Context: an optimization exercise on an open-source flow, tuned for small area. The choices shown serve that exercise and are no tape-out recipe. The RTL was checked by simulation tests, not by an equivalence proof against the original design. Power and IR drop assume default switching activity.

==> design/flow/run.sh <==
#!/bin/bash
# synth_recipe.tcl (not shown) runs the flow's synth.tcl, then flattens the netlist and writes it again
# the make line also repeats each setting of config.mk as NAME=value (left out here)
make -C /OpenROAD-flow-scripts/flow DESIGN_CONFIG=/design/flow/config.mk WORK_HOME=/design/flow/orfs CLKGATE_MAP_FILE= SYNTH_SCRIPT=/design/flow/synth_recipe.tcl finish
==> design/flow/config.mk <==
export PLATFORM = sky130hd
export DESIGN_NAME = Bluetooth
export DESIGN_NICKNAME = Bluetooth
export VERILOG_FILES = /design/flow/design.v
export SDC_FILE = /design/flow/constraint.sdc
export NUM_CORES = 8
export LEC_CHECK = 0
export CAP_MARGIN = 35
export CORE_MARGIN = 2
export CORE_UTILIZATION = 40
export SLEW_MARGIN = 20
==> design/flow/constraint.sdc <==
create_clock -name core_clock -period 20.0 [get_ports {clk}]
set_input_delay 4.0000 -clock core_clock [delete_from_list [all_inputs] [get_ports {clk}]]
set_output_delay 4.0000 -clock core_clock [all_outputs]
set_load 0.01 [all_outputs]
==> design/flow/design.v <==
module Bluetooth(input clk, input rst, input rx, output r, output [7:0] leds1);
reg [12:0] dc;
wire cap = (dc == 13'd5213);
always @(posedge clk)
	if (rst) dc <= 13'd3475;
	else if (cap) dc <= 13'd0;
	else dc <= dc + 13'd1;
reg [3:0] ph;
reg [7:0] sr;
reg [7:0] leds;
always @(posedge clk)
	if (cap) sr <= {rx, sr[7:1]};
always @(posedge clk)
	if (rst) begin
		ph <= 4'd0;
		leds <= 8'd0;
	end else if (cap) begin
		if (ph == 4'd0) begin
			if (!rx) ph <= 4'd1;
		end else if (ph == 4'd10)
			ph <= 4'd0;
		else
			ph <= ph + 4'd1;
		if (ph == 4'd9) leds <= sr;
	end
assign leds1 = leds;
reg [9:0] tc;
wire tick = (tc == 10'd654);
always @(posedge clk)
	if (rst || tick) tc <= 10'd0;
	else tc <= tc + 10'd1;
localparam [127:0] TU0 = 128'h00000002a2aa88a222222a8aa888a220; localparam [127:0] TU1 = 128'h00000002a2aa88a2222222a2aa88a220; localparam [127:0] TU2 = 128'h00000002a2aa88a222228a8aa288a220; localparam [127:0] TU3 = 128'h00000002a2aa88a22222a8aa888a2220; 
wire hit = (leds == 8'd49) || (leds == 8'd50) || (leds == 8'd51) || (leds == 8'd112);
wire [1:0] nidx = {(leds == 8'd50) || (leds == 8'd112), (leds == 8'd51) || (leds == 8'd112)};
reg valid;
reg [1:0] idx;
reg [6:0] m;
reg [5:0] s;
wire changed = hit && (!valid || idx != nidx);
wire idle = (m == 7'd0) && (s == 6'd40);
always @(posedge clk)
	if (rst) begin
		valid <= 1'b0;
		m <= 7'd123;
		s <= 6'd7;
	end else if (tick) begin
		if (hit) begin
			valid <= 1'b1;
			idx <= nidx;
		end
		if (idle) begin
			if (changed) begin
				m <= 7'd123;
				s <= 6'd6;
			end
		end else if (s == 6'd0) begin
			s <= 6'd41;
			m <= m - 7'd1;
		end else
			s <= s - 6'd1;
	end
wire [127:0] tu = idx == 2'd0 ? TU0 : idx == 2'd1 ? TU1 : idx == 2'd2 ? TU2 : TU3;
wire lead = ((m > 7'd106 && m < 7'd122) || (m == 7'd106 && s >= 6'd9) || (m == 7'd122 && s <= 6'd17))
            && s[0] && (s[1] == m[0]);
wire nec = tu[m] && s[1:0] == 2'd1;
wire tail = (m == 7'd1) && s[1:0] == 2'd2;
assign r = valid && (lead || nec || tail);
endmodule
==> flow_metrics.py, run 1 <==
metrics = {
    "outcome": {
        "outcome": "no timing/DRC/antenna violations",
    },
    "sta": {
        "timing.fmax_ghz": 0.1464,
        "slew_viol_final": 0,
        "finalHoldViolCount": 0,
        "tightest_slew_ns": 0.7067,
        "rsz0062_at_grt": "false",
        "slew_headroom": 0.5289,
        "timing.final.crit_share": 0.3415,
        "period_needed_ns": 6.831,
        "tns_ns": 0,
        "setup_viol": 0,
        "fin_skew_ns": 0.008797,
    },
    "global_route": {
        "grt_overflow": 0,
        "grt_max_degree": 23,
        "grt_pass1_vias": 2338,
        "grt_pass1_wl_mm": 11.27,
        "antenna_found_initial": 0,
        "grt_usage": 0.1626,
    },
    "synthesis": {
        "syn_inst": 359,
        "synth.net_count": 379,
        "ys_ff_latch": 59,
        "synth_area_leader_cell": "dfxtp_1",
        "synth-seq-area-share": 0.4014,
        "async_reset_ff_frac": 0,
        "synthFlopType": "dfxtp_1",
        "yosysUniqueCellTypes": 57,
        "synth.area.top_cells": "dfxtp_1 31%, edfxtp_1 9.4%, ha_1 6.7%, nor2_1 5.5%, xor2_1 4.4%",
        "yosysWarnings": 1,
        "synth_top_area_frac": 0.3073,
        "syn_area_per_cell_sq_um": 8.891,
        "synth_edf_count": 10,
        "synth_area_sq_um": 3192,
    },
    "route": {
        "via_per_inst": 5.262,
        "dr.pass1.iters": 4,
        "first_iter_violations": 130,
        "avgRoutedWirePerCell_um": 13.74,
        "detail-route-antenna-nets": 0,
        "drt-total-wl_mm": 6.456,
        "drc": 0,
        "via_count": 2473,
    },
    "floorplanning": {
        "core.rowCount": 32,
        "initial_core_util": 0.4131,
        "die_h_um": 93.33,
        "core-area_sq_um": 7727,
        "io_pins": 12,
        "die_x_um": 93.33,
        "dieArea_sq_um": 8710,
    },
    "finish": {
        "diodes": 0,
        "num-nets-final": 383,
        "syn2layout_area_growth_pct": 12.62,
        "drive_gt1_frac": 0.08424,
        "final_util": 0.4652,
    },
    "hold_path": {
        "hold_start": "sr[7]",
        "min_path_type": "reg2reg",
    },
    "power": {
        "leakagePower_uw": 0.001413,
        "vdd_ir_drop_max_uv": 46.10,
        "pwr-share-clk": 0.503,
        "power.switching_uw": 54.53,
        "p_seq_frac": 0.472,
        "comb_power_share": 0.025,
        "power.density_nw_per_um2": 72.87,
        "netSwitchingFraction": 0.2082,
        "internal-power_uw": 207.4,
    },
    "clock_network": {
        "cts_buffers": 9,
        "postCtsSetupRepairBufs": 0,
        "cts.sinks": 59,
        "cts.repair.resized": 0,
        "clock_latency_ns": 0.33,
        "cts-htree-levels": 3,
        "clockBufferDepth": 2,
        "root_buffer": "clkbuf_8",
        "hold_buffers": 0,
        "cts.clk_slew.worst_paths_ns": 0.08,
        "cts_tree": "yes",
    },
    "worst_setup_path": {
        "startpoint": "idx[0]",
        "cp-start-kind": "register",
        "end_kind": "output port",
        "worstPathRequired_ns": 16.00,
        "crit_fanout": 9,
        "r2r_start": "dc[0]",
        "arrival_ns": 2.83,
        "worstSetupPathType": "reg2out",
    },
    "placement": {
        "place.gp.congestion": 0.8534,
        "dp_hpwl_mm": 4.379,
        "io_buffers": 11,
    },
    "flow_run": {
        "cap_violations": 0,
    },
}
## synth_stat cells, drive strengths merged, types with 2 or more instances
cell,number
dfxtp,49
nor2,47
o21ai,25
nand2,23
a21oi,19
ha,17
xor2,16
clkbuf,15
inv,14
nand3,13
edfxtp,10
and3,8
mux2i,8
xnor2,8
and4,7
nor3b,7
nor2b,6
nor3,6
a211oi,4
and2,4
buf,4
nand4,4
nor4bb,4
o31ai,4
a31oi,3
or2,3
a311oi,2
nand3b,2
nand4b,2
o2111ai,2
o311ai,2
o31a,2
## sequential cells by signal, summed over array words and instances (netlist names)
register  count
leds          8
m             7
dc           13
sr            8
idx           2
tc           10
s             6
valid         1
ph            4
## power groups by stage
stage          logic, uW  registers, uW  clock network [uW]
2_1_floorplan       4.82            126                   0
3_3_place_gp        6.40            126                   0
3_5_place_dp        6.53            126                   0
4_1_cts             6.63            124                 135
5_1_grt             7.71            124                 141
6_report            6.51            124                 132
## cell families after synthesis
kind of cell | after synthesis | synth area share
compound gates | 76 | 0.1576
mux | 9 | 0.02862
buf+inv | 33 | 0.04233
simple gates | 141 | 0.2376
flops | 59 | 0.4014
xor+xnor | 24 | 0.06586
fa+ha+maj | 17 | 0.06664
## final timing paths
check	end	slack, ns	cells after the start
setup / recovery	r	13.17	9
hold / removal	sr[6]	0.44	0
setup reg to reg	leds[6]	17.31	6
hold reg to reg	sr[6]	0.44	0
## worst max-delay path, stage by stage, from the launching register on
cell	delay [ns]
edfxtp_1	0.52
inv_1	0.13
ha_1	0.22
a21oi_1	0.15
a32o_1	0.14
a21oi_1	0.05
o311ai_0	0.27
nor4bb_1	0.33
o31a_1	0.17
clkdlybuf4s50_1	0.53
## stage by stage
step | instances | instance area [sq um] | power, uW | hold slack, ns | worst slack (ns)
after CTS | 470 | 3595 | 265.6 | 0.4514 | 13.16
after global routing | 470 | 3595 | 272.5 | 0.4690 | 13.02
after global placement | 454 | 3354 | 132.6 | 0.4313 | 13.64
after detailed placement | 454 | 3354 | 132.8 | 0.4352 | 13.56
final | 470 | 3595 | 261.9 | 0.4430 | 13.17
after floorplan | 359 | 3192 | 130.8 | 0.4257 | 14.16
## cell type report
| cell class | instances | area (sq um) |
|---|---|---|
| Tap cell | 102 | 127.6 |
| Inverter | 14 | 52.55 |
| Clock inverter | 7 | 116.4 |
| Clock buffer | 9 | 123.9 |
| Sequential cell | 59 | 1281 |
| Timing Repair Buffer | 12 | 117.6 |
| Fill cell | 736 | 4133 |
| Multi-Input combinational cell | 267 | 1775 |
## cells in the final DEF (no fill, tap or decap), types with 3 or more instances in the layout
cell	instances
nor3_1	6
and2_1	4
a21oi_1	19
nor4bb_1	4
and4_2	4
o21ai_1	7
nor2b_1	6
nor3b_1	7
and4_1	3
nor2_1	47
o21ai_0	18
edfxtp_1	10
xnor2_1	8
inv_1	14
xor2_1	16
and3_1	8
dfxtp_1	49
nand3_1	13
nand4_1	4
nand2_1	22
a211oi_1	3
mux2i_1	8
clkbuf_8	9
a31oi_1	3
ha_1	17
o31ai_1	3
or2_2	3
bufinv_16	3
clkdlybuf4s50_1	11
## routing by layer
metal	track usage	wire [um]	share of wire	vias up
li1	-	-	-	1281
met1	0.2390	3398	0.53	1155
met2	0.2344	2820	0.44	33
met3	0.03868	185	0.029	4
met4	0.05025	51	0.0079	0
met5	0	0	0	-
==> inputs of run 2 (changes only) <==
==> design/flow/design.v (replaced) <==
module Bluetooth(input clk, input rst, input rx, output r, output [7:0] leds1);
reg [12:0] dc;
wire cap = ((dc & 13'b1011100111111) == (13'b1010011000111 & 13'b1011100111111));
always @(posedge clk)
	if (rst) dc <= 13'b0101011011011;
	else dc <= {~dc[11:0], dc[12] ^ dc[6] ^ cap};
reg [3:0] ph;
reg [7:0] sr;
reg [7:0] leds;
always @(posedge clk)
	if (cap) sr <= {rx, sr[7:1]};
wire ph_idle = (ph == 4'd12);
always @(posedge clk)
	if (rst) begin
		ph <= 4'd12;
		leds <= 8'd0;
	end else if (cap) begin
		if (!(ph_idle && rx))
			ph <= {~ph[2:0], ph[3] ^ ph[0] ^ ph_idle};
		if (ph == 4'd3) leds <= sr;
	end
assign leds1 = leds;
reg [9:0] tc;
wire tick = ((tc & 10'b1011011011) == (10'b0100111010 & 10'b1011011011));
always @(posedge clk)
	if (rst) tc <= 10'b0110001011;
	else tc <= {~tc[8:0], ~(tc[9] ^ tc[3] ^ tc[6]) ^ tick};
function f_fs(input [7:0] a);
	case (a)
	2, 4, 6, 7, 9, 11, 13, 14, 15, 16, 17, 19, 20, 21, 22, 24, 26, 28, 30, 32, 34, 35, 37, 39, 40, 41, 42, 43, 44, 46, 47, 48, 66, 68, 70, 71, 73, 75, 76, 77, 78, 79, 80, 82, 83, 84, 86, 88, 90, 92, 94, 96, 98, 99, 101, 103, 104, 105, 106, 107, 108, 110, 111, 112, 130, 132, 134, 135, 137, 139, 140, 142, 143, 144, 145, 147, 148, 149, 151, 152, 154, 156, 158, 160, 162, 163, 165, 167, 168, 169, 170, 171, 172, 174, 175, 176, 194, 196, 198, 200, 201, 203, 205, 207, 208, 209, 210, 211, 213, 214, 215, 216, 218, 220, 222, 224, 226, 227, 229, 231, 232, 233, 234, 235, 236, 238, 239, 240: f_fs = 1'b1;
	default: f_fs = 1'b0;
	endcase
endfunction
wire hit = (leds == 8'd49) || (leds == 8'd50) || (leds == 8'd51) || (leds == 8'd112);
wire [1:0] nidx = {(leds == 8'd50) || (leds == 8'd112), (leds == 8'd51) || (leds == 8'd112)};
reg valid;
reg [1:0] idx;
reg [5:0] pm;
reg [4:0] qa;
reg [1:0] pb;
wire changed = hit && (!valid || idx != nidx);
wire pm0 = (pm == 6'd0);
wire qa_is10 = !qa[4] && !qa[2] && !qa[0];      
wire idle = pm0 && qa_is10 && !pb[1] && !pb[0];
wire pm61 = pm[5] && pm[4] && pm[3] && pm[2] && pm[0];
wire pm53 = pm == 6'd53;
wire lead_mid = pm[5] && pm[4] && (pm[3] ? !(pm[2] && pm[0]) : (pm[2] && pm[1]));
wire qaz = (qa == 5'd0);
wire pbz = !pb[1] && !pb[0];
wire dn = tick && !idle;
wire ld = tick && idle && changed;
wire eq = dn && pbz;
always @(posedge clk) begin
	pb[0] <= rst || (pb[0] ^ dn);
	pb[1] <= !rst && (pb[1] ^ (dn && !pb[0]));
	if (rst || ld) begin
		qa <= 5'd12;
		pm <= 6'd61;
	end else if (eq) begin
		qa <= qaz ? 5'd20 : qa - 5'd1;
		if (qaz) pm <= pm - 6'd1;
	end
	if (rst) valid <= 1'b0;
	else if (tick && hit) valid <= 1'b1;
	if (tick && hit) idx <= nidx;
end
wire nec = pb == 2'd3 && (qa[4] || (qa[3] && (qa[2] || qa[1]))) && f_fs({idx, pm});
wire lead = pb == 2'd1 && ((pm53 && (qa[4] || qa[3] || qa[2] || qa[1])) || lead_mid || (pm61 && !qa[4] && !(qa[2] && (qa[1] || qa[0])) && !qa[3]));
wire tail = pb == 2'd0 && pm0 && !qa_is10;
assign r = valid && (nec || lead || tail);
endmodule
==> flow_metrics.py, run 2 <==
metrics = {
    "outcome": {
        "outcome": "no timing/DRC/antenna violations",
    },
    "route": {
        "via_per_inst": 5.285,
        "detail-route-antenna-nets": 0,
        "drt-total-wl_mm": 5.106,
        "avgRoutedWirePerCell_um": 13.88,
        "via_count": 1945,
        "dr.pass1.iters": 4,
        "drc": 0,
        "first_iter_violations": 79,
    },
    "finish": {
        "final_cells": 368,
        "diodes": 0,
        "syn2layout_area_growth_pct": 12.09,
        "final_cell_mix": "49 x dfxtp_1, 33 x nor2_1, 16 x nand2b_1, 15 x inv_1, 11 x clkdlybuf4s50_1",
        "largest_reg_flops": 13,
        "final_area_sq_um": 3062,
        "final_util": 0.4582,
        "top_regs": "dc: 13 flops, tc: 10 flops",
        "regMostFlops": "dc",
        "num-nets-final": 296,
        "drive_gt1_frac": 0.1181,
        "final_common_cell": "dfxtp_1",
        "fillers": 664,
    },
    "placement": {
        "dp_hpwl_mm": 3.505,
        "place_inst": 352,
        "place.gp.congestion": 0.7892,
        "io_buffers": 11,
        "placed_area_sq_um": 2887,
    },
    "global_route": {
        "grt_max_degree": 50,
        "grt_usage": 0.1509,
        "grt_pass1_vias": 1891,
        "grt_overflow": 0,
        "grt_pass1_wl_mm": 8.825,
        "antenna_found_initial": 0,
    },
    "worst_setup_path": {
        "r2r_cells": 7,
        "end_kind": "output port",
        "arrival_ns": 3.05,
        "r2r_end": "leds[6]",
        "cp-start-kind": "register",
        "worstSetupPathType": "reg2out",
        "reg2reg_slack_ns": 17.86,
        "worstPathRequired_ns": 16.00,
        "r2r_start": "dc[5]",
        "crit_fanout": 10,
    },
    "clock_network": {
        "clock_latency_ns": 0.34,
        "cts.repair.resized": 0,
        "cts.clk_slew.worst_paths_ns": 0.07,
        "cts-htree-levels": 3,
        "hold_buffers": 0,
        "root_buffer": "clkbuf_8",
        "cts_tree": "yes",
        "cts.sinks": 59,
        "cts_buffers": 9,
        "clockBufferDepth": 2,
        "postCtsSetupRepairBufs": 0,
    },
    "synthesis": {
        "yosysUniqueCellTypes": 66,
        "syn_inst": 272,
        "yosys.cell_count.top_type": "dfxtp_1",
        "synth_area_leader_cell": "dfxtp_1",
        "synth-seq-area-share": 0.4691,
        "synth.area.top_cells": "dfxtp_1 36%, edfxtp_1 11%, ha_1 4.6%, nor2_1 4.5%, nand2b_1 3.7%",
        "synth_edf_count": 10,
        "yosysWarnings": 1,
        "synthFlopType": "dfxtp_1",
        "synthTopCellsByCount": "49 x dfxtp_1, 33 x nor2_1, 16 x nand2b_1",
        "synth_area_sq_um": 2731,
        "syn_area_per_cell_sq_um": 10.04,
        "async_reset_ff_frac": 0,
        "synth.net_count": 285,
        "synth_top_area_frac": 0.3591,
        "ys_ff_latch": 59,
    },
    "power": {
        "power.density_nw_per_um2": 73.25,
        "vdd_ir_drop_max_uv": 38.67,
        "leakagePower_uw": 0.001192,
    },
    "sta": {
        "tightest_slew_ns": 0.4530,
        "finalHoldViolCount": 0,
        "tns_ns": 0,
        "timing.fmax_ghz": 0.1418,
        "setup_viol": 0,
        "slew_viol_final": 0,
        "fin_skew_ns": 0.01025,
        "slew_headroom": 0.6980,
        "timing.final.crit_share": 0.3527,
        "hold_slack_ns": 0.3784,
        "period_needed_ns": 7.055,
        "rsz0062_at_grt": "false",
    },
    "hold_path": {
        "min_path_type": "reg2reg",
        "hold_start": "tc[8]",
        "hold_path_end": "tc[9]",
        "hold_depth": 1,
    },
    "floorplanning": {
        "die_x_um": 86.64,
        "die_h_um": 86.64,
        "core-area_sq_um": 6681,
        "io_pins": 12,
        "dieArea_sq_um": 7506,
        "initial_core_util": 0.4088,
        "core.rowCount": 30,
    },
    "flow_run": {
        "cap_violations": 0,
    },
}
[run 2: cell types whose count changed in the layout (fill, tap and decap cells not counted), moves of 13 or more]
cell      delta
a21oi_1     -14
xor2_1      -13
nand2_1     -13
o21ai_0     -13
nand2b_1    +15
nor2_1      -14
[run 2: cells by family after synthesis]
logic type | after synthesis | share of synthesized area
buffers and inverters | 27 | 0.04351
adders and majority gates | 10 | 0.04581
xor gates and xnor gates | 12 | 0.03848
muxes | 9 | 0.03756
AOI/OAI and AO/OA | 35 | 0.09300
and+or+nand+nor | 120 | 0.2726
DFF | 59 | 0.4691
[run 2: where the power goes]
group	total (uW)	leakage, uW	switching (uW)	internal (uW)
Sequential	124	0.000486	1.15	123
Combinational	4.38	0.000615	2.26	2.11
Clock	96.1	0.0000905	50.5	45.6
Total	224	0.00119	53.9	170
[run 2: per-stage QoR]
stage          setup slack, ns  power (uW)
6_report                 12.95       224.3
5_1_grt                  12.69       233.1
4_1_cts                  12.92       228.4
3_5_place_dp             13.31       131.1
3_3_place_gp             13.36       130.9
2_1_floorplan            13.95       129.6
[run 2: layout make-up]
type	count	area, sq um	area share
Timing Repair Buffer	12	117.6	0.03841
Tap cell	80	100.1	0.03269
Sequential cell	59	1281	0.4185
Clock inverter	7	51.30	0.01676
Inverter	15	56.30	0.01839
Clock buffer	9	123.9	0.04046
Multi-Input combinational cell	186	1331	0.4348
[run 2: worst max-delay path, cell delays in order, from the launching register on]
cell	delay, ns
dfxtp_1	0.51
inv_1	0.19
ha_1	0.25
mux4_2	0.46
nor2b_1	0.14
a2111oi_0	0.39
nor3_1	0.11
o21ai_1	0.12
clkdlybuf4s50_1	0.54
[run 2: routing by layer]
metal	global-route usage	vias to the layer above	routed length [um]
met5	0	-	0
met1	0.1986	922	2520
met2	0.2224	22	2340
met4	0.07528	0	101
li1	-	991	-
met3	0.04857	10	145
[run 2: worst max path at each step]
stage	depth (start not counted)	startpoint	end	slack, ns
after floorplan	7	pm[0]	r	13.95
after global routing	8	pm[0]	r	12.69
after global placement	8	pm[0]	r	13.36
after CTS	8	pm[0]	r	12.92
final	8	pm[0]	r	12.95
after detailed placement	8	pm[0]	r	13.31

==> static timing again, ports no longer ideal <==
Ports are ideal in the flow. The routed layouts listed here were re-timed in OpenROAD.
Step 1 assumes that a clkbuf_16 drives the clock port and a buf_2 every other input.
Step 2 also shifts input and output timing later by t, the mid clock arrival at the registers, as if the neighbouring blocks saw the same clock.
a / b / c = no drivers / after step 1 / after step 2; a / b = the first two.
run	shift t [ns]	setup WS [ns]	hold WS [ns]	cell pins on the clock port's net
run 1	0.355	13.169 / 13.142 / 13.497	0.443 / 0.443 / 0.443	1
run 2	0.362	12.945 / 12.916 / 13.278	0.378 / 0.378 / 0.378	1
After both steps setup and hold are still met in every run listed.
